This design comes from an exercise in tuning for small area, a short achievable clock period and few clock cycles per item on the open sky130 flow, not from production work.
Only the layout flow was run in this run; the RTL was not checked for function there.

<file path="design/flow/config.mk">
export PLATFORM = sky130hd
export DESIGN_NAME = keccak
export DESIGN_NICKNAME = keccak
export VERILOG_FILES = /design/flow/design.v
export SDC_FILE = /design/flow/constraint.sdc
export NUM_CORES = 8
export LEC_CHECK = 0
export CAP_MARGIN = 35
export CORE_MARGIN = 2
export CORE_UTILIZATION = 35
export CTS_CLUSTER_DIAMETER = 100
export CTS_CLUSTER_SIZE = 20
export GPL_ROUTABILITY_DRIVEN = 0
export PLACE_DENSITY = 0.5
export SLEW_MARGIN = 35
export SYNTH_HIERARCHICAL = 1
</file>
<file path="design/flow/constraint.sdc">
create_clock -name core_clock -period 10.0 [get_ports {clk}]
set_input_delay 2.0000 -clock core_clock [delete_from_list [all_inputs] [get_ports {clk}]]
set_output_delay 2.0000 -clock core_clock [all_outputs]
set_load 0.01 [all_outputs]
</file>
<file path="design/flow/design.v">
module kc_andn (b, c, y);
  input  [63:0] b, c;
  output [63:0] y;
  assign y = ~b & c;
endmodule
module kc_andn3 (pn, b, c, y);
  input         pn;
  input  [63:0] b, c;
  output [63:0] y;
  assign y = ~{64{pn}} & ~b & c;
endmodule
module kc_and (s, w, y);
  input         s;
  input  [63:0] w;
  output [63:0] y;
  assign y = {64{s}} & w;
endmodule
module kc_xor (a, b, y);
  input  [63:0] a, b;
  output [63:0] y;
  assign y = a ^ b;
endmodule
module kc_upd (perm, keep, r, q, d);
  input         perm, keep;
  input  [63:0] r, q;
  output [63:0] d;
  assign d = ({64{perm}} & r) | ({64{keep}} & q);
endmodule
module keccak (clk, reset, in, in_ready, is_last, byte_num, buffer_full, out, out_ready);
  input              clk, reset;
  input      [63:0]  in;
  input              in_ready, is_last;
  input      [2:0]   byte_num;
  output reg         buffer_full;
  output     [511:0] out;
  output reg         out_ready;
  reg  [63:0] st [0:24];       
  reg  [8:0]  ptr;             
  reg  [4:0]  rnd;             
  reg         perm;            
  reg         last;            
  reg  [24:0] perm_l;          
  reg  [24:0] perm_n_l;        
  reg  [24:0] keep_l;          
  reg         rst_r;           
  wire end_blk = in_ready & (is_last | ptr[8]) & ~buffer_full;
  wire end_prm = perm & (rnd == 5'd23);
  wire perm_nx = ~reset & (perm ? ~end_prm : end_blk);
  always @(posedge clk) begin
    perm_l <= {25{perm_nx}};
    perm_n_l <= {25{~perm_nx}};
    keep_l <= {{16{~reset & ~perm_nx}}, ~perm_nx, {7{~reset & ~perm_nx}}, ~perm_nx};
    rst_r <= reset;
  end
  always @(posedge clk)
    if (reset) begin
      ptr <= 9'd1;
      rnd <= 0;
      perm <= 0;
      last <= 0;
      buffer_full <= 0;
      out_ready <= 0;
    end else begin
      perm <= perm_nx;
      if (perm) begin
        rnd <= end_prm ? 5'd0 : rnd + 1'b1;
        if (end_prm) begin
          if (last)
            out_ready <= 1;
          else begin
            buffer_full <= 0;
            ptr <= 9'd1;
          end
        end
      end else if (in_ready & ~buffer_full) begin
        if (is_last | ptr[8]) begin
          ptr <= 0;
          buffer_full <= 1;
          last <= is_last;
        end else
          ptr <= {ptr[7:0], 1'b0};
      end
    end
  wire [63:0] w_sw;
  genvar gi;
  generate
    for (gi = 0; gi < 8; gi = gi + 1) begin : SW
      assign w_sw[8*gi +: 8] = in[63-8*gi -: 8];
    end
  endgenerate
  reg  [7:0]  keep, pad;
  integer k;
  always @(*)
    for (k = 0; k < 8; k = k + 1) begin
      keep[k] = ~is_last | (k < byte_num);
      pad[k]  = is_last & (k == byte_num);
    end
  wire [8:0]  sel = {9{in_ready & ~buffer_full}} & ptr;
  wire        pad80 = in_ready & ~buffer_full & is_last;
  wire [63:0] m [0:8];
  generate
    for (gi = 0; gi < 9; gi = gi + 1) begin : MW
      wire [7:0] en = keep & {8{sel[gi]}};
      wire [7:0] pd = pad & {8{sel[gi]}};
      genvar gk;
      for (gk = 0; gk < 8; gk = gk + 1) begin : MB
        assign m[gi][8*gk +: 8] = (w_sw[8*gk +: 8] & {8{en[gk]}}) | {5'd0, pd[gk], pd[gk], 1'b0}
                                  | ((gi == 8 && gk == 7) ? {pad80, 7'd0} : 8'd0);
      end
    end
  endgenerate
  function integer rotc(input integer i);
    case (i)
       0: rotc =  0;  1: rotc =  1;  2: rotc = 62;  3: rotc = 28;  4: rotc = 27;
       5: rotc = 36;  6: rotc = 44;  7: rotc =  6;  8: rotc = 55;  9: rotc = 20;
      10: rotc =  3; 11: rotc = 10; 12: rotc = 43; 13: rotc = 25; 14: rotc = 39;
      15: rotc = 41; 16: rotc = 45; 17: rotc = 15; 18: rotc = 21; 19: rotc =  8;
      20: rotc = 18; 21: rotc =  2; 22: rotc = 61; 23: rotc = 56; default: rotc = 14;
    endcase
  endfunction
  wire [63:0] c [0:4];
  wire [63:0] d [0:4];
  wire [63:0] th [0:24];
  wire [63:0] b [0:24];
  wire [63:0] b0 [0:24];
  wire [63:0] an [0:24];
  wire [63:0] hd [0:24];
  wire [63:0] nx [0:24];
  reg  [63:0] rc;
  genvar x, y;
  generate
    for (x = 0; x < 5; x = x + 1) begin : TC
      wire [63:0] p01, p23, p234;
      kc_xor x01 (st[x], st[x+5], p01);
      kc_xor x23 (st[x+10], st[x+15], p23);
      kc_xor x234 (p23, st[x+20], p234);
      kc_xor xc (p01, p234, c[x]);
    end
    for (x = 0; x < 5; x = x + 1) begin : TD
      kc_xor dx (c[(x+4)%5], {c[(x+1)%5][62:0], c[(x+1)%5][63]}, d[x]);
    end
    for (y = 0; y < 5; y = y + 1) begin : RY
      for (x = 0; x < 5; x = x + 1) begin : RX
        kc_xor tx (st[x+5*y], d[x], th[x+5*y]);
        if (rotc(x+5*y) == 0) begin : R0
          assign b[y+5*((2*x+3*y)%5)] = th[x+5*y];
        end else begin : RN
          assign b[y+5*((2*x+3*y)%5)] =
            {th[x+5*y][63-rotc(x+5*y):0], th[x+5*y][63:64-rotc(x+5*y)]};
        end
      end
    end
    for (y = 0; y < 5; y = y + 1) begin : CY
      for (x = 0; x < 5; x = x + 1) begin : CX
        kc_andn3 ax (perm_n_l[x+5*y], b[(x+1)%5+5*y], b[(x+2)%5+5*y], an[x+5*y]);
        if (x == 0 && y == 0) begin : I0
          assign b0[0] = b[0] ^ rc;
        end else begin : IN
          assign b0[x+5*y] = b[x+5*y];
        end
      end
    end
  endgenerate
  always @(*) begin
    case (rnd)
       0: rc = 64'h0000000000000001;  1: rc = 64'h0000000000008082;
       2: rc = 64'h800000000000808A;  3: rc = 64'h8000000080008000;
       4: rc = 64'h000000000000808B;  5: rc = 64'h0000000080000001;
       6: rc = 64'h8000000080008081;  7: rc = 64'h8000000000008009;
       8: rc = 64'h000000000000008A;  9: rc = 64'h0000000000000088;
      10: rc = 64'h0000000080008009; 11: rc = 64'h000000008000000A;
      12: rc = 64'h000000008000808B; 13: rc = 64'h800000000000008B;
      14: rc = 64'h8000000000008089; 15: rc = 64'h8000000000008003;
      16: rc = 64'h8000000000008002; 17: rc = 64'h8000000000000080;
      18: rc = 64'h000000000000800A; 19: rc = 64'h800000008000000A;
      20: rc = 64'h8000000080008081; 21: rc = 64'h8000000000008080;
      22: rc = 64'h0000000080000001; 23: rc = 64'h8000000080008008;
      default: rc = 64'd0;
    endcase
  end
  generate
    for (gi = 0; gi < 25; gi = gi + 1) begin : ST
      if (gi == 0 || gi == 8) begin : R0
        wire [63:0] qm, xw;
        kc_and a0 (~rst_r, st[gi], qm);
        kc_xor xi (qm, m[gi], xw);
        kc_upd u (perm_l[gi], keep_l[gi], b0[gi], xw, hd[gi]);
      end else if (gi < 9) begin : RT
        wire [63:0] xw;
        kc_xor xi (st[gi], m[gi], xw);
        kc_upd u (perm_l[gi], keep_l[gi], b0[gi], xw, hd[gi]);
      end else begin : CP
        kc_upd u (perm_l[gi], keep_l[gi], b0[gi], st[gi], hd[gi]);
      end
      kc_xor xn (hd[gi], an[gi], nx[gi]);
      always @(posedge clk)
        st[gi] <= nx[gi];
    end
  endgenerate
  generate
    for (gi = 0; gi < 64; gi = gi + 1) begin : OUT
      assign out[511-8*gi -: 8] = st[gi/8][8*(gi%8) +: 8];
    end
  endgenerate
endmodule
</file>
<file path="design/flow/flow/run.sh">
#!/bin/bash
# Own layout flow: the standard flow (standard.sh) with these changes:
#  1. after the standard synthesis, every combinational cell is set to its
#     smallest drive strength (downsize.tcl); the repair steps size up what
#     timing, slew and capacitance need;
#  2. the repair steps aim at a setup slack margin (SETUP_MARGIN below);
#  3. the port buffers are plain buffers (buf_1) instead of delay cells;
#     the repair steps size up the ones timing needs;
#  4. timing-driven global placement weights more nets (70% of them, up to
#     3x) and re-weights them more often (at more overflow levels).
# Each tool's output goes to a log file of its own in this folder.
set -euo pipefail
HERE=$(pwd)
SETUP_MARGIN=${SETUP_MARGIN:-6.3}
PORT_BUF=${PORT_BUF:-sky130_fd_sc_hd__buf_1}
R=$HERE/orfs/results/$FLOW_PLATFORM/keccak/base

bash standard.sh synth > log_1_synth.txt 2>&1

ODB_IN=$R/1_synth.odb ODB_OUT=$R/1_synth.odb \
  openroad -no_init -exit flow/downsize.tcl > log_1b_downsize.txt 2>&1

bash standard.sh SETUP_SLACK_MARGIN=$SETUP_MARGIN \
  "BUFFER_PORTS_ARGS=-buffer_cell $PORT_BUF" \
  "GLOBAL_PLACEMENT_ARGS=-timing_driven_net_weight_max 3 -timing_driven_nets_percentage 70 -timing_driven_net_reweight_overflow {79 70 64 56 49 40 29 21 15 10}" finish > log_2_layout.txt 2>&1
</file>
<file path="design/flow/flow/downsize.tcl">
# Set every combinational cell of the synthesized netlist to the smallest
# drive strength of its function; the later repair steps size up what the
# timing and slew limits need. Registers, ties and taps are left alone.
read_db $::env(ODB_IN)
set db [ord::get_db]
set block [ord::get_db_block]
set dont_use [list]
if {[info exists ::env(DONT_USE_CELLS)]} { set dont_use $::env(DONT_USE_CELLS) }
set n 0
set saved 0.0
foreach inst [$block getInsts] {
  set m [$inst getMaster]
  set name [$m getName]
  if {![regexp {^(sky130_fd_sc_hd__)([a-z0-9]+)_([0-9]+)$} $name -> pfx base sz]} { continue }
  if {[regexp {^(df|edf|sdf|sedf|dl|conb|tap|decap|fill|diode|clk)} $base]} { continue }
  foreach s {0 1 2} {
    if {$s >= $sz} { break }
    set cand "${pfx}${base}_${s}"
    if {[lsearch -exact $dont_use $cand] >= 0} { continue }
    set cm [$db findMaster $cand]
    if {$cm == "NULL" || $cm == ""} { continue }
    set saved [expr {$saved + ([$m getWidth] - [$cm getWidth]) * [$m getHeight] / 1e6}]
    $inst swapMaster $cm
    incr n
    break
  }
}
puts "downsize: swapped $n instances, area saved [format %.1f $saved] um^2"
write_db $::env(ODB_OUT)
</file>
<file path="design/flow/standard.sh">
#!/bin/bash
# synth_recipe.tcl (not shown) runs the flow's synth.tcl, then flattens the netlist and writes it again
# the make line also repeats each setting of config.mk as NAME=value (left out here)
make -C /OpenROAD-flow-scripts/flow DESIGN_CONFIG=/design/flow/config.mk WORK_HOME=/design/flow/orfs CLKGATE_MAP_FILE= SYNTH_SCRIPT=/design/flow/synth_recipe.tcl "${@:-finish}"
</file>
==> summary.txt <==
==> per-stage QoR <==
stage / hold slack (ps) / area (sq um) / util
after floorplan: 445 / 113000 / -
after global placement: 471 / 124000 / 0.385
after detailed placement: 482 / 126000 / 0.393
after CTS: 507 / 131000 / 0.407
after global routing: 530 / 132000 / 0.411
final: 502 / 132000 / 0.412
==> metal layers <==
metal,share of wire,GRT usage,routed length [um]
met1,0.34,0.501,271000
met2,0.36,0.594,291000
met3,0.18,0.309,142000
met4,0.12,0.465,100000
met5,0.0020,0.0528,1610
==> flip-flops by register name, summed over array words and instances, names as in the netlist <==
name,cells
perm,1
st,1600
ptr,9
out_ready,1
rnd,5
rc,7
keep_l,2
rst_r,1
perm_l,1
last,1
buffer_full,1
==> cell type report <==
| cell class | instances | area, sq um |
|---|---|---|
| Antenna cell | 182 | 455 |
| Clock buffer | 134 | 3040 |
| Clock inverter | 57 | 744 |
| Fill cell | 31969 | 189000 |
| Inverter | 10 | 52.6 |
| Multi-Input combinational cell | 9516 | 82000 |
| Sequential cell | 1629 | 33000 |
| Tap cell | 4305 | 5390 |
| Timing Repair Buffer | 1209 | 7760 |
==> path summary, 6_finish.rpt <==
check | startpoint | to | slack (ps) | cells past startpoint
setup / recovery | st[0][31]$_DFF_P_ | st[18][59]$_DFF_P_ | 5950 | 7
hold / removal | ptr[4]$_SDFFE_PP0P_ | ptr[4]$_SDFFE_PP0P_ | 500 | 2
setup reg to reg | st[0][31]$_DFF_P_ | st[18][59]$_DFF_P_ | 5950 | 7
hold reg to reg | ptr[4]$_SDFFE_PP0P_ | ptr[4]$_SDFFE_PP0P_ | 500 | 2
==> worst register-to-register path: cells and delay by family, from the launching register on <==
kind	cells	cell delay, ps
xor gates and xnor gates	5	2900
DFF	1	490
buffers and inverters	1	280
and+or+nand+nor	1	360
==> repair_timing <==
item,CTS,global route
setup buffers,6,3
hold endpoints to repair,0,0
pin swaps,2,0
endpoints found under the setup margin,702,156
gates resized for setup,509,54
==> cell usage in the layout (no fill, tap or decap), drive strengths merged, types with 5 or more instances in the layout <==
cell type / count
xor2: 5385
dfxtp: 1629
a22o: 1602
nor3b: 1601
buf: 1192
and2: 453
nor2: 225
diode: 182
clkbuf: 151
nor3: 62
and3: 55
nand2: 34
inv: 33
a21oi: 22
clkinv: 17
bufinv: 11
nand3: 8
ha: 8
o21ai: 6
clkinvlp: 6
nor2b: 6
nand2b: 6
o22ai: 5
==> results by group <==
Timing
  • Clock Skew: 86.1 ps
  • Endpoints failing setup: 0
  • Unrepaired setup endpoints after global routing: true
  • Max_slew headroom: 0.122
  • Fin crit share: 0.405
  • Pins Over Slew Limit: 0
  • Total negative slack: 0 ps
  • Min Tclk post-route: 4050 ps
  • Fmax: 247 MHz
  • Tightest Pin Transition: 1310 ps
  • Hold Fails Final Rpt: 0
  • PnR worst setup slack: 5950 ps

Setup path
  • Critical path arrival: 4970 ps
  • Critical path cell sequence: xor2_1, xor2_1, xor2_1, buf_4, xor2_1, nor3b_1, xor2_1
  • CP max stage delay: 960 ps
  • Max FO, Critical Path: 4
  • Crit. End Element: flop
  • Critical Path RT: 10930 ps
  • Family with the most delay on the worst path: XOR/XNOR gates
  • Setup crit start kind: flop
  • CP Buf/Inv Count: 1
  • Crit-path slowest cell: xor2_1
  • Critical path class: flop to flop
  • Cell with the most instances on the worst path: xor2_1

GRT
  • Overall global routing resource usage: 0.468
  • Initial antenna violation count: 141
  • GR Overflow Total: 0
  • Largest net degree at the start of global routing: 205
  • Number of global-route vias before repair: 96594
  • First-pass GRT wire length: 1020000 um

Clocking
  • Num CTS Buffers: 113
  • Number of H-tree levels: 3
  • Clk Latency, worst-skew pair: 990 ps
  • Hold buffers post-CTS: 0
  • Clock Tree Root: clkbuf_16
  • CTS tree: yes
  • Reg clk slew, reported paths: 100 ps
  • Sink Count: 1629
  • Clock Path Buffers: 4

Floorplanning
  • Core Region: 0.322 sq mm
  • IO Count: 585
  • Die height: 573 um
  • Initial Utilization: 0.352
  • Rows: 208
  • Die footprint: 0.328 sq mm
  • Chip width: 573 um

Detailed routing
  • Via count: 108003
  • Iteration-0 DRC Markers: 18558
  • Wire per inst: 47.3 um
  • First drt pass iteration count: 7
  • Via-to-Cell Ratio: 6.34
  • Routed WL: 806000 um
  • # DRC: 0
  • Post-route ant nets: 0

Status
  • Outcome: finished clean

Yosys
  • Synthesized Nets: 11830
  • Cells after Synth: 11751
  • Syn_area_per_cell: 9.64 sq um
  • Ys Warns: 9
  • Synthesized cell area: 0.113 sq mm

Layout
  • Cell Count, Final, Fillers Out: 17042
  • Area Growth Syn to Fin: 16.9%
  • Fraction of layout cells with a size suffix above 1: 0.136
  • Nets: 12558

Min path
  • Worst Hold Class: flop to flop

Job
  • Max-cap viol count: 0

Placed design
  • Placed insts: 16647
  • Post-DP HPWL: 663000 um
  • Pre-CTS setup slack: 4420 ps
  • I/O Buffers: 584

-- re-timing with driven ports --
How much do the figures lean on ideal ports? The routed layout below was timed once more, with nothing changed but the port constraints.
Step 1 assumes that a clkbuf_16 drives the clock port and a buf_2 every other input.
Step 2 times the ports against the registers' clock, not the clock port: input delays grow and output delays shrink by t, the midpoint of the rising clock arrivals with the driver on.
a / b / c = no drivers / after step 1 / after step 2; a / b = the first two.
t (ns): 1.075
setup slack, ns: 5.953 / 5.953 / 5.226
clock arrival spread, ns: 0.088 / 0.088
After both steps this run still meets setup and hold. The setup slack of this run moves by 0.000 ns with the drivers and by -0.727 ns with both steps.
